Source: an optimization exercise on an open RTL-to-GDS flow (aim: small area, a short achievable clock period and few clock cycles). Production flows keep margins and buffers that such runs may drop.
At most, simulation tests tie the RTL to the original design; equivalence was not proved.

## ALU
module ALU #(
    parameter DATA_W = 32
)
(
    input                       i_clk,    
    input                       i_rst_n,  
    input                       i_valid,  
    input [DATA_W - 1 : 0]      i_A,      
    input [DATA_W - 1 : 0]      i_B,      
    input [         2 : 0]      i_inst,   
    output [2*DATA_W - 1 : 0]   o_data,   
    output                      o_done    
);
    localparam ADD  = 3'd0;
    localparam SUB  = 3'd1;
    localparam AND  = 3'd2;
    localparam OR   = 3'd3;
    localparam SLT  = 3'd4;
    localparam SRA  = 3'd5;
    localparam MUL  = 3'd6;
    localparam DIV  = 3'd7;
    reg        s_ex;     
    reg        s_mul;    
    reg        s_mulf;   
    reg        s_div;    
    reg        s_al;     
    reg        done;
    reg [63:0] R;        
    reg        Sx;       
    reg [31:0] D;        
    reg        Dx;       
    reg        f_sub;    
    reg        f_slt;    
    reg [4:0]  cnt;
    wire idle = ~(s_ex | s_mul | s_mulf | s_div);
    reg        fmt_sat;  
    reg        fmt_slt;  
    reg        fmt_sgn;  
    assign o_done = done;
    assign o_data[63:32] = R[63:32];
  ...
For scale: roughly 1900 cells after synthesis, roughly 120 flip-flops, ~15000 sq um of cells after synthesis.
Settings: LEC_CHECK=0, CAP_MARGIN=20, CORE_MARGIN=2, CORE_UTILIZATION=30, CTS_BUF_LIST=sky130_fd_sc_hd__clkbuf_4 sky130_fd_sc_hd__clkbuf_8, PLACE_DENSITY=0.42, SETUP_SLACK_MARGIN=3.3, SLEW_MARGIN=20; clock period 8.0 ns.
standard.sh (not shown) runs the stock make flow with config.mk's settings and CLKGATE_MAP_FILE= SYNTH_SCRIPT=/design/flow/synth_recipe.tcl, a recipe that flattens the netlist after the stock synthesis.
==> flow/flow/run.sh <==
#!/bin/bash
set -euo pipefail
export BUFFER_PORTS_ARGS="-buffer_cell sky130_fd_sc_hd__buf_1"
bash standard.sh finish > layout.log 2>&1
Testbench counts at the start, summed over its fixed seeds: cycles 13,895.
Edit:
- CORE_UTILIZATION: 30 -> 35
- CTS_BUF_LIST: sky130_fd_sc_hd__clkbuf_4 sky130_fd_sc_hd__clkbuf_8 -> not set
- PLACE_DENSITY: 0.42 -> 0.5
What happened:
- setup slack gets worse by 7.2 ps
- synthesized cell count stays the same
- utilization increases by 5.2 points
- final cell count is lower by a few percent
- via count hardly moves
- die area went down by about a fifth
- critical path depth is unchanged
- design area goes down slightly
- maximum frequency hardly moves

ALU again, from the RTL that the note above started with.
==> flow/design.v (excerpt) <==
module ALU #(
    parameter DATA_W = 32
)
(
    input                       i_clk,    
    input                       i_rst_n,  
    input                       i_valid,  
    input [DATA_W - 1 : 0]      i_A,      
    input [DATA_W - 1 : 0]      i_B,      
    input [         2 : 0]      i_inst,   
    output [2*DATA_W - 1 : 0]   o_data,   
    output                      o_done    
);
==> flow/config.mk <==
export PLATFORM = sky130hd
export DESIGN_NAME = ALU
export DESIGN_NICKNAME = ALU
export VERILOG_FILES = /design/flow/design.v
export SDC_FILE = /design/flow/constraint.sdc
export NUM_CORES = 4
export LEC_CHECK = 0
export CAP_MARGIN = 20
export CORE_MARGIN = 2
export CORE_UTILIZATION = 35
export CTS_BUF_LIST = sky130_fd_sc_hd__clkbuf_4 sky130_fd_sc_hd__clkbuf_8
export PLACE_DENSITY = 0.5
export SETUP_SLACK_MARGIN = 3.3
export SLEW_MARGIN = 20
export TNS_END_PERCENT = 0
==> flow/constraint.sdc <==
create_clock -name core_clock -period 8.0 [get_ports {i_clk}]
set_input_delay 1.6000 -clock core_clock [delete_from_list [all_inputs] [get_ports {i_clk}]]
set_output_delay 1.6000 -clock core_clock [all_outputs]
set_load 0.01 [all_outputs]
Scripts as last shown in full above: flow/flow/run.sh
The first run ran to the end with no violations.
Testbench counts at the start, summed over its fixed seeds: cycles 13,895.
==> next run, changes <==
ABC_AREA = 1   (was default)
TNS_END_PERCENT = default   (was 0)
After rerunning: Routed wire length goes up by a quarter to a third. Worst hold slack gains 0.093 ns. Count of clock-buffer cells in the layout goes up by 2. Flip-flop and latch count does not change. Final cell count goes up by well over a third. Area after synthesis goes up by about a fifth. Via count goes up by well over a third.
==> next run, changes <==
ABC_AREA = default   (was 1)
Outcome: Synthesized area fell by roughly a tenth; via count fell by a quarter to a third; worst setup slack loses 0.027 ns; first-iteration DRC count fell by a quarter to a third; sequential share of layout area rose by 2.2 points; critical path depth rose by 10; global-route usage fell by 3.0 points.
==> next run, changes <==
CORE_UTILIZATION = 45   (was 35)
CTS_BUF_LIST = default   (was sky130_fd_sc_hd__clkbuf_4 sky130_fd_sc_hd__clkbuf_8)
PLACE_DENSITY = 0.65   (was 0.5)
Outcome: Sequential cell count stays the same; count of clock-buffer cells in the layout shrinks by 1; design area grows by 0.79%.
==> next run, changes <==
CORE_UTILIZATION = 35   (was 45)
CTS_BUF_LIST = sky130_fd_sc_hd__clkbuf_4 sky130_fd_sc_hd__clkbuf_8   (was default)
PLACE_DENSITY = 0.5   (was 0.65)
SETUP_SLACK_MARGIN = 3.6   (was 3.3)
TNS_END_PERCENT = 0   (was default)
The changed run passed the timing, design-rule and antenna checks.
Sequential cell count does not change.
Worst setup slack improves by 0.13 ns.
Final area climbs slightly.
Hold slack improves by 0.011 ns.
==> next run, changes <==
SETUP_SLACK_MARGIN = 3.1   (was 3.6)
TNS_END_PERCENT = default   (was 0)
Outcome: Count of clock-buffer cells in the layout does not change; via count grows slightly; routed wire length stays flat; design area decreases by a few percent; final cell count barely changes; fmax falls by a few percent.

ALU, a different RTL version from the one above (not shown whole).
For scale: ~120 flip-flops, ~140 I/O pins, about 16000 um2 of cells after synthesis.
==> flow/config.mk <==
export PLATFORM = sky130hd
export DESIGN_NAME = ALU
export DESIGN_NICKNAME = ALU
export VERILOG_FILES = /design/flow/design.v
export SDC_FILE = /design/flow/constraint.sdc
export NUM_CORES = 4
export LEC_CHECK = 0
export ABC_AREA = 1
export CAP_MARGIN = 20
export CORE_MARGIN = 2
export CORE_UTILIZATION = 35
export PLACE_DENSITY = 0.5
export SLEW_MARGIN = 20
==> flow/constraint.sdc <==
create_clock -name core_clock -period 8.0 [get_ports {i_clk}]
set_input_delay 1.6000 -clock core_clock [delete_from_list [all_inputs] [get_ports {i_clk}]]
set_output_delay 1.6000 -clock core_clock [all_outputs]
set_load 0.01 [all_outputs]
run.sh (not shown) runs the stock make flow with config.mk's settings and CLKGATE_MAP_FILE= SYNTH_SCRIPT=/design/flow/synth_recipe.tcl, a recipe that flattens the netlist after the stock synthesis.
Stock flow here: none of the scripts above is used.
The baseline ran to the end with no violations.
Next try:
--- a/flow/config.mk
+++ b/flow/config.mk
@@ -6,5 +6,4 @@
 export NUM_CORES = 4
 export LEC_CHECK = 0
-export ABC_AREA = 1
 export CAP_MARGIN = 20
 export CORE_MARGIN = 2
The new run produced a clean layout.
Cell area came out lower by 5.2%.
Core utilization decreases by 0.65 points.
Setup slack is worse by 0.26 ns.
Die area came out lower by 4.7%.
Wire length goes down by 6.0%.
Critical path depth fell by 6.
Via count fell by 13%.
Synthesized area falls by 4.7%.
Fmax decreases by 4.4%.
Next try:
--- a/flow/config.mk
+++ b/flow/config.mk
@@ -6,7 +6,9 @@
 export NUM_CORES = 4
 export LEC_CHECK = 0
+export ABC_AREA = 1
 export CAP_MARGIN = 20
 export CORE_MARGIN = 2
 export CORE_UTILIZATION = 35
 export PLACE_DENSITY = 0.5
+export SETUP_SLACK_MARGIN = 4.0
 export SLEW_MARGIN = 20
Non-clock buffer count rises by 118.
Register-to-register slack gets better by 1.3 ns.
No run of this note included a check of the RTL's function; only the layout flow was run.

Setup of the previous run:
ALU, a different RTL version from the one above (not shown whole).
Size: ~2300 cells after synthesis, about 120 flip-flops, roughly 140 I/O pins, ~17000 µm² of cells after synthesis.
==> flow/config.mk <==
export PLATFORM = sky130hd
export DESIGN_NAME = ALU
export DESIGN_NICKNAME = ALU
export VERILOG_FILES = /design/flow/design.v
export SDC_FILE = /design/flow/constraint.sdc
export NUM_CORES = 4
export LEC_CHECK = 0
export CAP_MARGIN = 20
export CORE_MARGIN = 2
export CORE_UTILIZATION = 35
export PLACE_DENSITY = 0.5
export SETUP_SLACK_MARGIN = 3.3
export SLEW_MARGIN = 20
==> flow/constraint.sdc <==
create_clock -name core_clock -period 8.0 [get_ports {i_clk}]
set_input_delay 1.6000 -clock core_clock [delete_from_list [all_inputs] [get_ports {i_clk}]]
set_output_delay 1.6000 -clock core_clock [all_outputs]
set_load 0.01 [all_outputs]
standard.sh (not shown) runs the stock make flow with config.mk's settings and CLKGATE_MAP_FILE= SYNTH_SCRIPT=/design/flow/synth_recipe.tcl, a recipe that flattens the netlist after the stock synthesis.
Scripts as last shown in full above: flow/flow/run.sh
Testbench counts of the previous run, summed over its fixed seeds: cycles 12,085.
Setup changes, the previous run to the current run
==> flow/run.sh (new file) <==
#!/bin/bash
# synth_recipe.tcl (not shown) runs the flow's synth.tcl, then flattens the netlist and writes it again
# the make line also repeats each setting of config.mk as NAME=value (left out here)
make -C /OpenROAD-flow-scripts/flow DESIGN_CONFIG=/design/flow/config.mk WORK_HOME=/design/flow/orfs CLKGATE_MAP_FILE= SYNTH_SCRIPT=/design/flow/synth_recipe.tcl finish
removed: flow/flow/run.sh
removed: flow/standard.sh
--- outcome ---
Any difference in hold slack between the previous run and the current run is small enough to ignore. A first element of the critical path of i_A[16] is what the current run shows, while i_inst[0] belongs to the previous run. Comparing the previous run against the current run, there is no change at all in synthesized netlist cell count. Against the previous run, the current run reports a via count of the first global-routing pass that is higher. Cell count grows slightly when moving from the previous run to the current run.

The RTL this note starts from:
==> flow/design.v <==
module ALU #(
    parameter DATA_W = 32
)
(
    input                       i_clk,    
    input                       i_rst_n,  
    input                       i_valid,  
    input [DATA_W - 1 : 0]      i_A,      
    input [DATA_W - 1 : 0]      i_B,      
    input [         2 : 0]      i_inst,   
    output [2*DATA_W - 1 : 0]   o_data,   
    output                      o_done    
);
    localparam ADD  = 3'd0;
    localparam SUB  = 3'd1;
    localparam AND  = 3'd2;
    localparam OR   = 3'd3;
    localparam SLT  = 3'd4;
    localparam SRA  = 3'd5;
    localparam MUL  = 3'd6;
    localparam DIV  = 3'd7;
    reg        s_ex;     
    reg        s_mul;    
    reg        s_mulf;   
    reg        s_div;    
    reg        s_al;     
    reg        done;
    reg [63:0] R;        
    reg        Sx;       
    reg [31:0] D;        
    reg        Dx;       
    reg        f_sub;    
    reg        f_slt;    
    reg [4:0]  cnt;
    wire idle = ~(s_ex | s_mul | s_mulf | s_div);
    reg        fmt_sat;  
    reg        fmt_slt;  
    reg        fmt_sgn;  
    assign o_done = done;
    assign o_data[63:32] = R[63:32];
    assign o_data[31]    = fmt_sat ? fmt_sgn : R[31] & ~fmt_slt;
    assign o_data[30:1]  = fmt_sat ? {30{~fmt_sgn}} : R[30:1] & {30{~fmt_slt}};
    assign o_data[0]     = fmt_sat ? ~fmt_sgn : (fmt_slt ? fmt_sgn : R[0]);
    wire [31:0] Rhi = R[63:32];
    wire [31:0] Rlo = R[31:0];
    reg b0_one, b0_two, b0_neg, b1_one, b1_two, b1_neg;
    function [2:0] booth;   
        input hi, mid, lo;
        booth = {mid ^ lo, (hi & ~mid & ~lo) | (~hi & mid & lo), hi};
    endfunction
    wire [36:0] dext = {{5{Dx}}, D};
    wire [36:0] p0 = (({37{b0_one}} & dext) | ({37{b0_two}} & {dext[35:0], 1'b0})) ^ {37{b0_neg}};
    wire [36:0] p1m = (({37{b1_one}} & dext) | ({37{b1_two}} & {dext[35:0], 1'b0})) ^ {37{b1_neg}};
    wire [36:0] p1 = {p1m[34:0], b1_neg, b0_neg};
    wire [36:0] x0 = {{5{Sx}}, Rhi};
    wire [36:0] cs = x0 ^ p0 ^ p1;
    wire [36:0] cc = {(x0[35:0] & p0[35:0]) | (x0[35:0] & p1[35:0]) | (p0[35:0] & p1[35:0]), b1_neg};
    wire [36:0] T  = cs + cc + {36'd0, b1_neg};
    wire [31:0] m0 = Rhi;
    wire [31:0] m1 = m0 | (m0 >> 1);
    wire [31:0] m2 = m1 | (m1 >> 2);
    wire [31:0] m3 = m2 | (m2 >> 4);
    wire [31:0] m4 = m3 | (m3 >> 8);
    wire [31:0] mA = m4 | (m4 >> 16);
    wire dzero = ~|D;
    wire ok4   = ~|(D & ~(mA >> 4));
    wire ok1   = ~|(D & ~(mA >> 1));
    wire q     = ~T[36];
    wire i_and = (i_inst == AND);
    wire i_or  = (i_inst == OR);
    wire i_sra = (i_inst == SRA);
    wire i_mul = (i_inst == MUL);
    wire i_div = (i_inst == DIV);
    wire i_one = i_and | i_or | i_sra;             
    wire i_sgn = ~i_one & ~i_mul & ~i_div;          
    wire [31:0] i_sh  = $signed(i_A) >>> i_B[4:0];
    wire [31:0] i_sr  = (|i_B[31:5]) ? {32{i_A[31]}} : i_sh;
    wire [31:0] ld_lo = i_and ? (i_A & i_B) :
                        i_or  ? (i_A | i_B) :
                        i_sra ? i_sr :
                        (i_A & {32{~i_div}});
    wire [31:0] ld_hi = i_A & {32{i_sgn | i_div}};
    always @(posedge i_clk or negedge i_rst_n) begin
        if (!i_rst_n) begin
            s_ex   <= 1'b0;
            s_mul  <= 1'b0;
            s_mulf <= 1'b0;
            s_div  <= 1'b0;
            s_al   <= 1'b0;
            done   <= 1'b0;
        end else begin
            done <= 1'b0;
            if (idle && i_valid) begin
                s_ex  <= i_sgn;
                s_mul <= i_mul;
                s_div <= i_div;
                s_al  <= 1'b0;
                done  <= i_one;
            end
            if (s_ex) begin
                s_ex <= 1'b0;
                done <= 1'b1;
            end
            if (s_mul && cnt == 5'd7) begin
                s_mul  <= 1'b0;
                s_mulf <= Rlo[3];
                done   <= ~Rlo[3];
            end
            if (s_mulf) begin
                s_mulf <= 1'b0;
                done   <= 1'b1;
            end
            if (s_div) begin
                if (!s_al) begin
                    if (dzero) begin
                        s_div <= 1'b0;
                        done  <= 1'b1;
                    end else if (!ok4 && !ok1) begin
                        s_al <= 1'b1;
                        if (cnt == 5'd0) begin
                            s_div <= 1'b0;
                            done  <= 1'b1;
                        end
                    end
                end else if (cnt == 5'd0) begin
                    s_div <= 1'b0;
                    done  <= 1'b1;
                end
            end
        end
    end
    always @(posedge i_clk) begin
        if (idle) begin
            R     <= {ld_hi, ld_lo};
            Sx    <= i_sgn & i_A[31];
            D     <= i_B;
            Dx    <= i_sgn & i_B[31];
            f_sub <= (i_inst == SUB) | (i_inst == SLT);
            f_slt <= (i_inst == SLT);
            cnt   <= 5'd0;
            if (i_mul) begin
                {b0_one, b0_two, b0_neg} <= booth(i_A[1], i_A[0], 1'b0);
                {b1_one, b1_two, b1_neg} <= booth(i_A[3], i_A[2], i_A[1]);
            end else begin
                {b0_one, b0_two, b0_neg} <= {1'b1, 1'b0, i_div | (i_inst == SUB) | (i_inst == SLT)};
                {b1_one, b1_two, b1_neg} <= 3'b000;
            end
        end
        fmt_sat <= s_ex & ~f_slt & (T[32] ^ T[31]);
        fmt_slt <= s_ex & f_slt;
        fmt_sgn <= T[36];
        if (s_ex) begin
            R <= {32'd0, T[31:0]};
        end
        if (s_mul) begin
            R   <= {T[35:4], T[3:0], Rlo[31:4]};
            Sx  <= T[36];
            cnt <= cnt + 5'd1;
            if (cnt == 5'd7) begin
                {b0_one, b0_two, b0_neg} <= {Rlo[3], 2'b00};
                {b1_one, b1_two, b1_neg} <= 3'b000;
            end else begin
                {b0_one, b0_two, b0_neg} <= booth(Rlo[5], Rlo[4], Rlo[3]);
                {b1_one, b1_two, b1_neg} <= booth(Rlo[7], Rlo[6], Rlo[5]);
            end
        end
        if (s_mulf) begin
            R[63:32] <= T[31:0];
        end
        if (s_div) begin
            if (!s_al && dzero) begin
                R[31:0] <= 32'hffffffff;
            end else if (!s_al && ok4) begin
                D   <= D << 4;
                cnt <= cnt + 5'd4;
            end else if (!s_al && ok1) begin
                D   <= D << 1;
                cnt <= cnt + 5'd1;
            end else begin
                if (q) R[63:32] <= T[31:0];
                R[31:0] <= {Rlo[30:0], q};
                D   <= D >> 1;
                cnt <= cnt - 5'd1;
            end
        end
    end
endmodule
Settings: LEC_CHECK=0, CAP_MARGIN=20, CORE_MARGIN=2, CORE_UTILIZATION=35, PLACE_DENSITY=0.5, SETUP_SLACK_MARGIN=3.3, SLEW_MARGIN=20; clock period 8.0 ns.
run.sh (not shown) runs the stock make flow with config.mk's settings and CLKGATE_MAP_FILE= SYNTH_SCRIPT=/design/flow/synth_recipe.tcl, a recipe that flattens the netlist after the stock synthesis.
Stock flow here: none of the scripts above is used.
The first run produced a clean layout.
Testbench counts at the start, summed over its fixed seeds: cycles 13,895.
Then changed:
==> flow/flow/run.sh (new file) <==
#!/bin/bash
set -euo pipefail
export BUFFER_PORTS_ARGS="-buffer_cell sky130_fd_sc_hd__buf_1"
bash standard.sh finish > layout.log 2>&1
==> flow/standard.sh (new file) <==
#!/bin/bash
# synth_recipe.tcl (not shown) runs the flow's synth.tcl, then flattens the netlist and writes it again
# the make line also repeats each setting of config.mk as NAME=value (left out here)
make -C /OpenROAD-flow-scripts/flow DESIGN_CONFIG=/design/flow/config.mk WORK_HOME=/design/flow/orfs CLKGATE_MAP_FILE= SYNTH_SCRIPT=/design/flow/synth_recipe.tcl "${@:-finish}"
- CTS_BUF_LIST: default -> sky130_fd_sc_hd__clkbuf_4 sky130_fd_sc_hd__clkbuf_8
- TNS_END_PERCENT: default -> 20
removed: flow/run.sh
The new run completed without violations.
Via count went down by 0.81%.
Count of clock-buffer cells in the layout went down by 1.
Wire length stays flat.
Setup slack is better by 0.032 ns.
Die area stays the same.
Worst hold slack is better by 0.0044 ns.
Cell count went down by 0.37%.
Maximum frequency went up by 0.70%.
Core utilization went down by 3.0 points.

==> static timing again, ports no longer ideal <==
The results above use ideal ports. As a check the final layouts listed here were re-extracted and re-timed, cells and wires unchanged. Step 1 (the two cells are an assumption about what drives the block):
set clk [get_ports {i_clk}]
set_driving_cell -lib_cell sky130_fd_sc_hd__clkbuf_16 $clk
set_driving_cell -lib_cell sky130_fd_sc_hd__buf_2 [delete_from_list [all_inputs] $clk]
Step 2 adds t to the input delays and takes it off the output delays; t is the mean of the earliest and latest rising clock arrival at the registers after step 1. Input paths then give back, and output paths get back, about the clock's delay inside the block. Slacks: ideal / step 1 / step 2; pairs: ideal / step 1.
run	t, ns	slack for setup (ns)	slew at the worst register clock pin (ns)
the first run of note 1	0.545	3.424 / 3.424 / 3.072	0.10 / 0.10
the second run of note 1	0.504	3.417 / 3.417 / 3.168	0.08 / 0.08
the first run of note 2	0.532	3.360 / 3.360 / 3.141	0.11 / 0.11
the second run of note 2	0.543	3.444 / 3.390 / 3.161	0.09 / 0.09
the third run of note 2	0.540	3.417 / 3.417 / 3.199	0.11 / 0.11
the fourth run of note 2	0.486	3.381 / 3.397 / 2.923	0.06 / 0.06
the fifth run of note 2	0.525	3.515 / 3.515 / 3.173	0.10 / 0.10
the sixth run of note 2	0.506	3.234 / 3.234 / 3.205	0.09 / 0.09
the first run of note 3	0.506	2.363 / 2.396 / 1.890	0.07 / 0.07
the second run of note 3	0.502	2.104 / 2.137 / 1.636	0.07 / 0.07
the third run of note 3	0.514	3.851 / 3.851 / 3.523	0.07 / 0.07
the previous run	0.496	3.376 / 3.406 / 2.910	0.07 / 0.07
the current run	0.502	3.285 / 3.310 / 2.808	0.07 / 0.07
the first run of note 5	0.492	3.372 / 3.405 / 2.913	0.07 / 0.07
the second run of note 5	0.534	3.404 / 3.404 / 3.176	0.11 / 0.11
After both steps every run listed still meets setup and hold. The setup slack of the current run, which loses most, moves by +0.025 ns with the drivers and by -0.477 ns with both steps.
